Context: an optimization exercise on an open-source flow, tuned for small area, a short achievable clock period and few clock cycles. The choices shown serve that exercise and are no tape-out recipe.
In this exercise RTL edits were held to simulation tests only and were not proved equivalent to the original.

`flow/run.sh`:
```
#!/bin/bash
# synth_recipe.tcl (not shown) runs the flow's synth.tcl, then flattens the netlist and writes it again
# the make line also repeats each setting of config.mk as NAME=value (left out here)
make -C /OpenROAD-flow-scripts/flow DESIGN_CONFIG=/design/flow/config.mk WORK_HOME=/design/flow/orfs CLKGATE_MAP_FILE= SYNTH_SCRIPT=/design/flow/synth_recipe.tcl finish
```
`flow/config.mk`:
```
export PLATFORM = sky130hd
export DESIGN_NAME = riscv_trainy_soc
export DESIGN_NICKNAME = riscv_trainy_soc
export VERILOG_FILES = /design/flow/design.v
export SDC_FILE = /design/flow/constraint.sdc
export NUM_CORES = 4
export LEC_CHECK = 0
export CAP_MARGIN = 20
export CORE_MARGIN = 2
export CORE_UTILIZATION = 55
export SETUP_SLACK_MARGIN = 5
export SLEW_MARGIN = 20
```
`flow/constraint.sdc`:
```
create_clock -name core_clock -period 14.0 [get_ports {clock}]
set_input_delay 2.8000 -clock core_clock [delete_from_list [all_inputs] [get_ports {clock}]]
set_output_delay 2.8000 -clock core_clock [all_outputs]
set_load 0.01 [all_outputs]
```
`flow/design.v`:
```
module riscv_trainy_soc
(
	input         clock,
	input         reset,
	output [31:0] mem_read_address,
	output        mem_read,
	input  [31:0] mem_read_data,
	input         mem_read_ready,
	output [31:0] mem_write_address,
	output        mem_write,
	output [31:0] mem_write_data
);
function [31:0] rev32(input [31:0] v);
	integer k;
	for (k = 0; k < 32; k = k + 1) rev32[k] = v[31 - k];
endfunction
reg [31:2] fpc;        
reg        inflight;   
reg        rv;         
reg [31:0] ir;
reg [31:2] rpc;
reg        xv;         
reg [31:0] xa, xb;     
reg [31:0] xc;         
reg [3:0]  x_rd;
reg [2:0]  x_f3;
reg        x_wr, x_load, x_store, x_br, x_jalr, x_md, x_link, x_sub, x_arith, x_pred;
reg        m_req;      
reg        m_resp;     
reg        m_load;     
reg [31:2] m_addr;
reg [1:0]  m_off;
reg [2:0]  m_f3;
reg [3:0]  m_rd;
reg        w_valid;
reg [31:0] w_data;
reg        md_busy, md_done;
reg [1:0]  md_ph;      
reg [5:0]  md_cnt;
reg [32:0] hi;
reg [31:0] lo;
reg        md_swap, md_neg;
reg        md_mulr, md_bneg, md_selhi, md_ysgn;   
reg [31:0] rf [1:15];
wire [32:0] sum = {1'b0, xa} + {1'b0, xb ^ {32{x_sub}}} + {32'd0, x_sub};
wire ltu = !sum[32];
wire lt  = (xa[31] ^ xb[31]) ? xa[31] : sum[31];
wire sh_left = !x_f3[2];
wire [31:0] sh_in = sh_left ? rev32(xa) : xa;
wire sh_fill = x_arith & xa[31] & !sh_left;
wire [32:0] sh_wide = $signed({sh_fill, sh_in}) >>> xb[4:0];
wire [31:0] sh_res = sh_left ? rev32(sh_wide[31:0]) : sh_wide[31:0];
reg [31:0] alu;
always @(*) begin
	case (x_f3)
	3'd0: alu = sum[31:0];
	3'd1: alu = sh_res;
	3'd2: alu = {31'd0, lt};
	3'd3: alu = {31'd0, ltu};
	3'd4: alu = xa ^ xb;
	3'd5: alu = sh_res;
	3'd6: alu = xa | xb;
	default: alu = xa & xb;
	endcase
end
wire eq = xa == xb;
wire taken = (x_f3[2] ? (x_f3[1] ? ltu : lt) : eq) ^ x_f3[0];
wire x_jump = x_jalr | (x_br & (taken ^ x_pred));
wire [31:2] x_target = x_jalr ? sum[31:2] : xc[31:2];
wire md_mul = !x_f3[2];
wire a_sgn = md_mul ? (x_f3 != 3'd3) : !x_f3[0];
wire b_sgn = md_mul ? (x_f3[1] == 1'b0) : !x_f3[0];
wire a_neg = a_sgn & xa[31];
wire b_neg = b_sgn & xb[31];
wire md_sel_hi = md_mul ? (x_f3[1:0] != 2'd0) : x_f3[1];
wire a_small = a_neg ? (&xa[31:16]) : ~|xa[31:16];
wire b_small = b_neg ? (&xb[31:16]) : ~|xb[31:16];
wire swap_now = !b_small & a_small;
wire [31:0] mx_now = swap_now ? xa : xb;
wire mx_neg_now = swap_now ? a_neg : b_neg;
wire [31:0] ysrc = md_swap ? xb : xa;
wire [33:0] y34 = {{2{md_ysgn & ysrc[31]}}, ysrc};
wire [33:0] nb34 = md_bneg ? {{2{xb[31]}}, xb} : ~{2'b00, xb};
wire nb_cin = !md_bneg;
wire md_start = xv & x_md & !md_busy & !md_done;
reg [33:0] add_a, add_b;
reg        add_c;
always @(*) begin
	add_a = 34'd0; add_b = 34'd0; add_c = 1'b0;
	if (md_ph == 2'd0) begin
		add_a = {2'b00, ~lo}; add_c = 1'b1;
	end else if (md_ph == 2'd1) begin
		if (md_mulr) begin
			add_a = {hi[32], hi}; add_b = lo[0] ? y34 : 34'd0;
		end else begin
			add_a = {1'b0, hi[31:0], lo[31]}; add_b = nb34; add_c = nb_cin;
		end
	end else begin
		if (md_selhi) begin
			add_a = {1'b0, ~hi}; add_c = md_mulr ? (lo == 32'd0) : 1'b1;
		end else begin
			add_a = {2'b00, ~lo}; add_c = 1'b1;
		end
	end
end
wire [33:0] md_sum = add_a + add_b + {33'd0, add_c};
wire [36:0] skip_t = {1'b0, hi[31:0], lo[31:28]} + {{3{nb34[33]}}, nb34} + {36'd0, nb_cin};
wire div_skip4 = skip_t[36] && md_cnt[5:2] != 4'd0;
wire [31:0] a1 = a_neg ? ~xa : xa;
wire [31:0] b1 = b_neg ? ~xb : xb;
wire lt1 = a1 < b1;
wire a_is_not_b = (xa ^ xb) == 32'hffffffff;
wire ab_sum0 = (xa ^ xb) == {xa[30:0] | xb[30:0], 1'b0};
wire quick_lt = (a_neg == b_neg) ? lt1 : a_neg ? (lt1 & !ab_sum0) : (lt1 | a_is_not_b);
wire a_zero = xa == 32'd0;
wire b_zero = xb == 32'd0;
wire mul_skip8 = lo[7:0] == 8'd0 && md_cnt[5:3] != 3'd0;
wire mul_skip4 = lo[3:0] == 4'd0 && md_cnt[5:2] != 4'd0;
wire [5:0] cnt_next = md_mulr ? (mul_skip8 ? md_cnt - 6'd8 : mul_skip4 ? md_cnt - 6'd4 : md_cnt - 6'd1)
                             : (div_skip4 ? md_cnt - 6'd4 : md_cnt - 6'd1);
wire [31:0] md_res = md_selhi ? hi[31:0] : lo;
wire [31:0] x_res = x_link ? xc : x_md ? md_res : alu;
wire m_busy = m_req | m_resp;
wire x_stall = ((x_load | x_store) & m_busy) | (m_resp & m_load) | (x_md & !md_done);
wire x_done = xv & !x_stall;
wire x_redirect = x_done & x_jump;
wire x_free = !xv | x_done;
always @(posedge clock or posedge reset) begin
	if (reset) begin
		md_busy <= 1'b0;
		md_done <= 1'b0;
		md_ph <= 2'd0;
	end else if (md_start) begin
		if (md_mul ? (a_zero | b_zero) : (b_zero | quick_lt)) begin
			md_done <= 1'b1;
		end else begin
			md_busy <= 1'b1;
			md_ph <= (md_mul ? mx_neg_now : a_neg) ? 2'd0 : 2'd1;
		end
	end else if (md_busy) begin
		if (md_ph == 2'd0) md_ph <= 2'd1;
		else if (md_ph == 2'd1) begin
			if (cnt_next == 6'd0) begin
				if (md_neg) md_ph <= 2'd2;
				else begin md_busy <= 1'b0; md_done <= 1'b1; end
			end
		end else begin
			md_busy <= 1'b0; md_done <= 1'b1;
		end
	end else if (md_done & x_done) begin
		md_done <= 1'b0;
	end
end
always @(posedge clock) begin
	if (md_start) begin
		md_cnt <= 6'd32;
		md_swap <= swap_now;
		md_mulr <= md_mul;
		md_bneg <= b_neg;
		md_selhi <= md_sel_hi;
		md_ysgn <= swap_now ? b_sgn : a_sgn;
		if (md_mul) begin
			hi <= 33'd0;
			lo <= (a_zero | b_zero) ? 32'd0 : mx_now;
			md_neg <= mx_neg_now;
		end else begin
			hi <= (b_zero | quick_lt) ? {1'b0, xa} : 33'd0;
			lo <= b_zero ? 32'hffffffff : quick_lt ? 32'd0 : xa;
			md_neg <= x_f3[1] ? a_neg : (a_neg ^ b_neg);
		end
	end else if (md_busy) begin
		if (md_ph == 2'd0) begin
			lo <= md_sum[31:0];
		end else if (md_ph == 2'd1) begin
			md_cnt <= cnt_next;
			if (md_mulr) begin
				if (mul_skip8) begin
					hi <= {{8{hi[32]}}, hi[32:8]};
					lo <= {hi[7:0], lo[31:8]};
				end else if (mul_skip4) begin
					hi <= {{4{hi[32]}}, hi[32:4]};
					lo <= {hi[3:0], lo[31:4]};
				end else begin
					hi <= md_sum[33:1];
					lo <= {md_sum[0], lo[31:1]};
				end
			end else begin
				if (div_skip4) begin
					hi <= {1'b0, hi[27:0], lo[31:28]};
					lo <= {lo[27:0], 4'd0};
				end else if (!md_sum[33]) begin
					hi <= {1'b0, md_sum[31:0]};
					lo <= {lo[30:0], 1'b1};
				end else begin
					hi <= {hi[31:0], lo[31]};
					lo <= {lo[30:0], 1'b0};
				end
			end
		end else begin
			if (md_selhi) hi <= {1'b0, md_sum[31:0]};
			else lo <= md_sum[31:0];
		end
	end
end
wire [6:0] op  = ir[6:0];
wire [2:0] f3  = ir[14:12];
wire [3:0] rd  = ir[10:7];
wire [3:0] rs1 = ir[18:15];
wire [3:0] rs2 = ir[23:20];
wire is_load  = op[6:2] == 5'b00000;
wire is_store = op[6:2] == 5'b01000;
wire is_op    = op[6:2] == 5'b01100;
wire is_opimm = op[6:2] == 5'b00100;
wire is_lui   = op[6:2] == 5'b01101;
wire is_auipc = op[6:2] == 5'b00101;
wire is_br    = op[6:2] == 5'b11000;
wire is_jal   = op[6:2] == 5'b11011;
wire is_jalr  = op[6:2] == 5'b11001;
wire [31:0] imm_i = {{20{ir[31]}}, ir[31:20]};
wire [31:0] imm_s = {{20{ir[31]}}, ir[31:25], ir[11:7]};
wire [31:0] imm_b = {{20{ir[31]}}, ir[7], ir[30:25], ir[11:8], 1'b0};
wire [31:0] imm_u = {ir[31:12], 12'b0};
wire [31:0] imm_j = {{12{ir[31]}}, ir[19:12], ir[20], ir[30:21], 1'b0};
wire rd_nz = rd != 4'd0;
wire r_wr = (is_lui | is_auipc | is_jal | is_jalr | is_op | is_opimm) & rd_nz;
wire r_ld = is_load & rd_nz;
wire r_uses_rs1 = !(is_lui | is_auipc | is_jal);
wire r_uses_rs2 = is_op | is_br | is_store;
wire [31:0] rf1 = (rs1 == 4'd0) ? 32'd0 : rf[rs1];
wire [31:0] rf2 = (rs2 == 4'd0) ? 32'd0 : rf[rs2];
wire r_pred = is_jal | (is_br & ir[31]);
wire [31:2] r_tgt = rpc + (is_jal ? imm_j[31:2] : imm_b[31:2]);
wire [31:2] r_pc4 = rpc + 30'd1;
wire x_fwd = xv & x_wr;
wire byp1 = x_fwd & (x_rd == rs1);
wire byp2 = x_fwd & (x_rd == rs2);
wire [31:0] a_pre = is_lui ? 32'd0 : is_auipc ? {rpc, 2'b00} : rf1;
wire [31:0] b_pre = (is_op | is_br) ? rf2 : is_store ? imm_s : (is_lui | is_auipc) ? imm_u : imm_i;
wire [31:0] c_pre = is_store ? rf2 : (is_br & !r_pred) ? {r_tgt, 2'b00} : {r_pc4, 2'b00};
wire sel_a = byp1 & r_uses_rs1 & !is_lui & !is_auipc;
wire sel_b = byp2 & (is_op | is_br);
wire sel_c = byp2 & is_store;
wire load_x = xv & x_load;
wire load_m = m_busy & m_load;
wire hz_x = load_x & ((r_uses_rs1 & rs1 == x_rd) | (r_uses_rs2 & rs2 == x_rd) | ((r_wr | r_ld) & rd == x_rd));
wire hz_m = load_m & ((r_uses_rs1 & rs1 == m_rd) | (r_uses_rs2 & rs2 == m_rd) | ((r_wr | r_ld) & rd == m_rd));
wire r_go = rv & !hz_x & !hz_m & x_free & !x_redirect;
wire r_redirect = r_go & r_pred;
wire r_free = !rv | r_go;
always @(posedge clock) begin
	if (r_go) begin
		xa <= sel_a ? x_res : a_pre;
		xb <= sel_b ? x_res : b_pre;
		xc <= sel_c ? x_res : c_pre;
		x_rd <= rd;
		x_f3 <= (is_lui | is_auipc) ? 3'd0 : f3;
		x_wr <= r_wr;
		x_load <= r_ld;
		x_store <= is_store;
		x_br <= is_br;
		x_jalr <= is_jalr;
		x_md <= is_op & ir[25];
		x_link <= is_jal | is_jalr;
		x_sub <= is_br | ((is_op | is_opimm) & (f3 == 3'd2 || f3 == 3'd3)) | (is_op & f3 == 3'd0 & ir[30]);
		x_arith <= ir[30];
		x_pred <= r_pred;
	end
end
wire squash = x_redirect | r_redirect;
wire accept = inflight & r_free;
wire rewind = inflight & !squash & (!r_free | !mem_read_ready);
wire issue = !m_req;
wire [31:2] fpc_m1 = fpc - 30'd1;
assign mem_read = 1'b1;
assign mem_read_address = {m_req ? m_addr : fpc, 2'b00};
always @(posedge clock or posedge reset) begin
	if (reset) begin
		fpc <= 30'd0;
		inflight <= 1'b0;
		rv <= 1'b0;
		xv <= 1'b0;
	end else begin
		if (x_redirect) begin
			fpc <= x_target;
			inflight <= 1'b0;
		end else if (r_redirect) begin
			fpc <= r_tgt;
			inflight <= 1'b0;
		end else if (rewind) begin
			fpc <= fpc_m1;
			inflight <= 1'b0;
		end else if (issue) begin
			fpc <= fpc + 30'd1;
			inflight <= 1'b1;
		end else begin
			inflight <= 1'b0;
		end
		rv <= (rv & !r_go & !x_redirect) | (accept & !squash & mem_read_ready);
		xv <= (xv & !x_done) | r_go;
	end
end
always @(posedge clock) begin
	if (accept) begin
		ir <= mem_read_data;
		rpc <= fpc_m1;
	end
end
wire do_load = x_done & x_load;
wire do_sub  = x_done & x_store & !x_f3[1];
wire do_sw   = x_done & x_store & x_f3[1];
wire [31:0] st_data = x_f3[1] ? xc : x_f3[0] ? {2{xc[15:0]}} : {4{xc[7:0]}};
wire [3:0] st_mask = m_f3[0] ? (m_off[1] ? 4'b1100 : 4'b0011) : (4'b0001 << m_off);
wire [31:0] wmask = {{8{st_mask[3]}}, {8{st_mask[2]}}, {8{st_mask[1]}}, {8{st_mask[0]}}};
always @(posedge clock or posedge reset) begin
	if (reset) begin
		m_req <= 1'b0;
		m_resp <= 1'b0;
		w_valid <= 1'b0;
	end else begin
		m_req <= do_load | do_sub | (m_resp & !mem_read_ready);
		m_resp <= m_req;
		w_valid <= do_sw | (m_resp & !m_load & mem_read_ready);
	end
end
always @(posedge clock) begin
	if (do_load | do_sub | do_sw) begin
		m_addr <= sum[31:2];
		m_off <= sum[1:0];
		m_f3 <= x_f3;
		m_rd <= x_rd;
		m_load <= x_load;
	end
	if (do_sub | do_sw) w_data <= st_data;
	else if (m_resp & !m_load) w_data <= (mem_read_data & ~wmask) | (w_data & wmask);
end
assign mem_write = w_valid;
assign mem_write_address = {m_addr, 2'b00};
assign mem_write_data = w_data;
wire [31:0] ld_sh = mem_read_data >> {m_off, 3'b000};
wire [31:0] ld_val = m_f3[1] ? mem_read_data :
                     m_f3[0] ? {{16{!m_f3[2] & ld_sh[15]}}, ld_sh[15:0]} :
                               {{24{!m_f3[2] & ld_sh[7]}}, ld_sh[7:0]};
wire wr_ld = m_resp & m_load;
wire [3:0] wr_idx = wr_ld ? m_rd : x_rd;
wire [31:0] wr_val = wr_ld ? ld_val : x_res;
wire wr_en = wr_ld | (x_done & x_wr);
always @(posedge clock) begin
	if (wr_en) rf[wr_idx] <= wr_val;
end
endmodule
```
==> report_table.html <==
<table>
<tr><th>Metric</th><th>Value</th></tr>
<tr><th colspan="2">Drt</th></tr>
<tr><td>Final Routed Wirelength</td><td>279 mm</td></tr>
<tr><td>Number of remaining DRC errors</td><td>0</td></tr>
<tr><td>Routed wire length per instance</td><td>37.9 um</td></tr>
<tr><td>Post-route ant nets</td><td>0</td></tr>
<tr><td>Vias post-DR</td><td>55010</td></tr>
<tr><td>Number of DRC markers after the initial detailed-route iteration</td><td>9972</td></tr>
<tr><td>Number of detailed-route iterations in the first pass</td><td>13</td></tr>
<tr><td>Post-detailed-route via-to-cell ratio</td><td>7.46</td></tr>
<tr><th colspan="2">STA</th></tr>
<tr><td>Tightest Pin Transition</td><td>1.33 ns</td></tr>
<tr><td>Count of final max-slew check failures</td><td>0</td></tr>
<tr><td>Max Clock Freq</td><td>144 MHz</td></tr>
<tr><td>Crit share post-route</td><td>0.495</td></tr>
<tr><td>Finish-stage setup viols</td><td>0</td></tr>
<tr><td>Final hold violations</td><td>0</td></tr>
<tr><td>Relative max-transition margin</td><td>0.112</td></tr>
<tr><td>Min Clock Period, post-route</td><td>6.94 ns</td></tr>
<tr><td>Setup repair after global routing missed its margin</td><td>false</td></tr>
<tr><td>Post-route clock skew</td><td>0.0526 ns</td></tr>
<tr><td>Total negative slack</td><td>0 ns</td></tr>
<tr><th colspan="2">Synthesis</th></tr>
<tr><td>Cell area after synthesis</td><td>between 60000 and 70000 um2</td></tr>
<tr><td>Mean cell area of the mapped netlist</td><td>10.4 um2</td></tr>
<tr><td>Main combinational cell family by area after synthesis</td><td>compound AO/OA/AOI/OAI gates</td></tr>
<tr><td>Number of warnings reported in the yosys synthesis log</td><td>1</td></tr>
<tr><td>Fraction of the mapped netlist area in simple logic gates</td><td>0.111</td></tr>
<tr><td>Synthesized netlist cell count</td><td>5883</td></tr>
<tr><td>Share of synthesized registers carrying an async set or reset</td><td>0.0471</td></tr>
<tr><td>Share of the synthesized area in compound gates (AO/OA/AOI/OAI)</td><td>0.169</td></tr>
<tr><td>Post-synthesis register bit count</td><td>850</td></tr>
<tr><td>Fraction of synthesized cell area in xor and xnor cells</td><td>0.0496</td></tr>
<tr><td>Arithmetic-cell share of the synthesized area counting full adders, half adders and majority gates</td><td>0.0484</td></tr>
<tr><td>Number of unique standard cell types used by synthesis</td><td>110</td></tr>
<tr><td>Share of synthesized area occupied by flip-flops and latches</td><td>0.412</td></tr>
<tr><td>Leading register cell type out of synthesis</td><td>sky130_fd_sc_hd__edfxtp_1</td></tr>
<tr><td>Multiplexer share of the synthesized area</td><td>0.165</td></tr>
<tr><td>Number of synthesized flops with an enable pin</td><td>796</td></tr>
<tr><th colspan="2">Hold path</th></tr>
<tr><td>HP Class</td><td>flip-flop to flip-flop</td></tr>
<tr><th colspan="2">Placed design</th></tr>
<tr><td>Detailed Place HPWL</td><td>slightly below 200 mm</td></tr>
<tr><td># placed instances</td><td>approximately 7200</td></tr>
<tr><td>Placer Congestion</td><td>roughly 1.1</td></tr>
<tr><td># port buffers</td><td>127</td></tr>
<tr><th colspan="2">Critical path</th></tr>
<tr><td>Largest fanout on the critical path</td><td>147</td></tr>
<tr><td>CP cell instances</td><td>buf_12 &gt; inv_1 &gt; nor3b_2 &gt; buf_4 &gt; a221o_1 &gt; nand2_1 &gt; fa_1 &gt; nor2b_1 &gt; o21a_1 &gt; o21ai_0 &gt; a21o_1 &gt; o21ai_1 &gt; a31oi_1 &gt; a211oi_1 &gt; o22ai_2 &gt; xnor2_2 &gt; buf_4 &gt; nand2_1 &gt; a221oi_1 &gt; a221o_1</td></tr>
<tr><td>Worst path arrival time</td><td>7.55 ns</td></tr>
<tr><td>Critical path type</td><td>flip-flop to flip-flop</td></tr>
<tr><td>Maximum cell stage delay along the critical path</td><td>between 0.6 and 0.7 ns</td></tr>
<tr><td>Library cell contributing the largest single delay on the critical path</td><td>sky130_fd_sc_hd__inv_1</td></tr>
<tr><td>Critical Path End Type</td><td>flip-flop</td></tr>
<tr><td>Crit path required time</td><td>14.62 ns</td></tr>
<tr><td>Startpoint types</td><td>flip-flop</td></tr>
<tr><th colspan="2">Finish</th></tr>
<tr><td>Fraction of layout instances using a drive strength above 1</td><td>0.145</td></tr>
<tr><td>Commonest non-fill, non-tap cells in the layout</td><td>796 x sky130_fd_sc_hd__edfxtp_1, 515 x sky130_fd_sc_hd__nand2_1, 450 x sky130_fd_sc_hd__a21oi_1, 441 x sky130_fd_sc_hd__nor2_1, 391 x sky130_fd_sc_hd__o21ai_0</td></tr>
<tr><td>FILL cells</td><td>9068</td></tr>
<tr><td>Sequential cell area</td><td>~25000 um2</td></tr>
<tr><td>Area growth from synthesis to layout</td><td>10.1%</td></tr>
<tr><td>Fin nets</td><td>just over 6000</td></tr>
<tr><td>Non-filler cells in the finished layout</td><td>7371</td></tr>
<tr><td>Multi-input gate area in the final layout</td><td>33500 um2</td></tr>
<tr><td>Most common cell after layout, fill and taps aside</td><td>sky130_fd_sc_hd__edfxtp_1</td></tr>
<tr><th colspan="2">CTS</th></tr>
<tr><td>Latest clock arrival within the worst-skew pair</td><td>roughly 0.75 ns</td></tr>
<tr><td>Post-CTS repair timing setup buffer count</td><td>0</td></tr>
<tr><td>CTS tree</td><td>built</td></tr>
<tr><td>Number of buffers inserted for hold repair after clock tree synthesis</td><td>0</td></tr>
<tr><td>Clock transition at the registers of the reported paths</td><td>around 0.070 ns</td></tr>
<tr><td>CTS Sinks</td><td>850</td></tr>
<tr><td>Clock root cell</td><td>sky130_fd_sc_hd__clkbuf_16</td></tr>
<tr><td>CTS HTree Levels</td><td>3</td></tr>
<tr><td>Maximum number of buffers from clock root to sink</td><td>3</td></tr>
<tr><td>CTS-repair resized insts</td><td>0</td></tr>
<tr><td>Num CTS Buffers</td><td>94</td></tr>
<tr><th colspan="2">GRT</th></tr>
<tr><td>GRT overflow</td><td>0</td></tr>
<tr><td>First-pass GRT wire length</td><td>385 mm</td></tr>
<tr><td>Maximum number of pins on one net before global-route repair</td><td>148</td></tr>
<tr><td>Initial antenna violation count</td><td>24</td></tr>
<tr><td>Vias in the first global route</td><td>49780</td></tr>
<tr><td>Overall track demand over capacity in global routing</td><td>0.483</td></tr>
<tr><th colspan="2">Run</th></tr>
<tr><td>Max capacitance violation total</td><td>0</td></tr>
<tr><th colspan="2">Die</th></tr>
<tr><td>Total Die Area</td><td>114000 um2</td></tr>
<tr><td>Area inside the core boundary</td><td>110000 um2</td></tr>
<tr><td>Chip Height</td><td>around 340 um</td></tr>
<tr><td>Die extent in x</td><td>337 um</td></tr>
<tr><td>Initial cell density of the core</td><td>0.554</td></tr>
<tr><td>Io pins</td><td>133</td></tr>
<tr><td>Cell Rows</td><td>122</td></tr>
<tr><th colspan="2">Run status</th></tr>
<tr><td>Status</td><td>finished clean</td></tr>
</table>
[through the flow]
stage | util | instance area, um2 | hold slack, ns | worst slack [ns]
after floorplan | - | 61100 | 0.394 | 5.85
after global placement | 0.579 | 63900 | 0.479 | 7.38
after detailed placement | 0.580 | 64000 | 0.492 | 7.31
after CTS | 0.609 | 67200 | 0.500 | 7.32
after global routing | 0.609 | 67300 | 0.524 | 6.88
final | 0.610 | 67300 | 0.499 | 7.06
[final cells by class]
class / count / area share
multi-input cells: 4365 / 0.498
well taps: 1488 / 0.0277
flip-flops and latches: 850 / 0.375
clock inverters: 45 / 0.00930
repair buffers: 336 / 0.0429
inverters: 151 / 0.00844
clock buffers: 126 / 0.0382
diodes: 10 / 0.000372
[worst max-delay path: cells and delay by family, from the launching register on]
kind,cells,cell delay [ns]
flops,1,0.38
simple gates,4,0.79
buf+inv,4,1.97
compound gates,10,2.55
xor+xnor,1,0.59
fa+ha+maj,1,0.52
[Yosys cell counts, drive strengths merged, types with 27 or more instances]
library cell / number / area [um2]
a211oi: 107 / 813
nor3: 67 / 345
o21ai: 428 / 2160
nand2b: 27 / 176
a21oi: 457 / 2300
nand3: 155 / 776
nor2: 466 / 1770
o22ai: 40 / 256
o21a: 28 / 210
o211ai: 82 / 616
mux2: 104 / 1170
xor2: 121 / 1060
dfrtp: 40 / 1000
nor4: 57 / 363
buf: 124 / 601
a221oi: 94 / 855
mux2i: 286 / 2860
a22oi: 45 / 338
o31ai: 31 / 243
nand2: 521 / 1960
clkbuf: 396 / 1490
nand4: 67 / 419
edfxtp: 796 / 23900
xnor2: 225 / 1970
and3: 28 / 175
a31oi: 47 / 294
inv: 149 / 559
a21o: 49 / 368
mux4: 269 / 6060
ha: 230 / 2880
[routing by layer]
layer	GRT usage	vias to the layer above	routed length, um
met4	0.269	22	20300
met5	0	-	199
met2	0.676	4803	113000
met3	0.192	1042	44400
met1	0.636	26828	101000
li1	-	22315	-
[cells by family after synthesis]
| logic type | after synthesis |
|---|---|
| compound gates | 1613 |
| xor+xnor | 346 |
| fa+ha+maj | 234 |
| buf+inv | 671 |
| flops | 850 |
| mux | 659 |
| other cells | 2 |
| simple gates | 1508 |
[registers in the layout, summed over array words and instances, names as in the netlist, 3 cells and up, named ones only]
signal / flops
xb: 32
xc: 32
m_f3: 3
fpc: 30
x_rd: 4
rpc: 30
x_f3: 3
lo: 32
m_rd: 4
m_addr: 30
hi: 33
md_cnt: 6
ir: 30
xa: 32
rf: 480
[final timing paths]
kind | startpoint | slack (ns) | cells after the start | to
setup / recovery | md_mulr | 7.06 | 20 | hi[27]
hold / removal | md_cnt[0] | 0.50 | 1 | md_cnt[0]
setup reg to reg | md_mulr | 7.06 | 20 | hi[27]
hold reg to reg | md_cnt[0] | 0.50 | 1 | md_cnt[0]
max in group asynchronous | reset | 10.82 | 3 | m_req
min in group asynchronous | reset | 2.61 | 3 | md_ph[0]
Testbench counts, summed over its fixed seeds: cycles 213,654.

[what the ideal ports hide]
The results above use ideal ports. As a check the final layout listed here was re-extracted and re-timed, cells and wires unchanged.
Step 1 sets driving cells, clkbuf_16 on the clock port and buf_2 on the other inputs (assumed; they add their load-dependent delay and slew).
Step 2 moves the port delays by t, midway between the first and last clock arrival at a register: inputs arrive t later, outputs are due t later. That takes back most of the time a late clock gives input paths.
a / b / c = ideal ports / drivers / drivers and shift; a / b = the first two.
t (ns): 0.804
slack for setup (ns): 7.064 / 7.064 / 7.064
worst setup path after step 2: register to register
clock arrival spread, ns: 0.055 / 0.055
After both steps setup and hold are still met in this run. For this run, drivers alone change the setup slack by 0.000 ns; drivers and shift together by 0.000 ns.
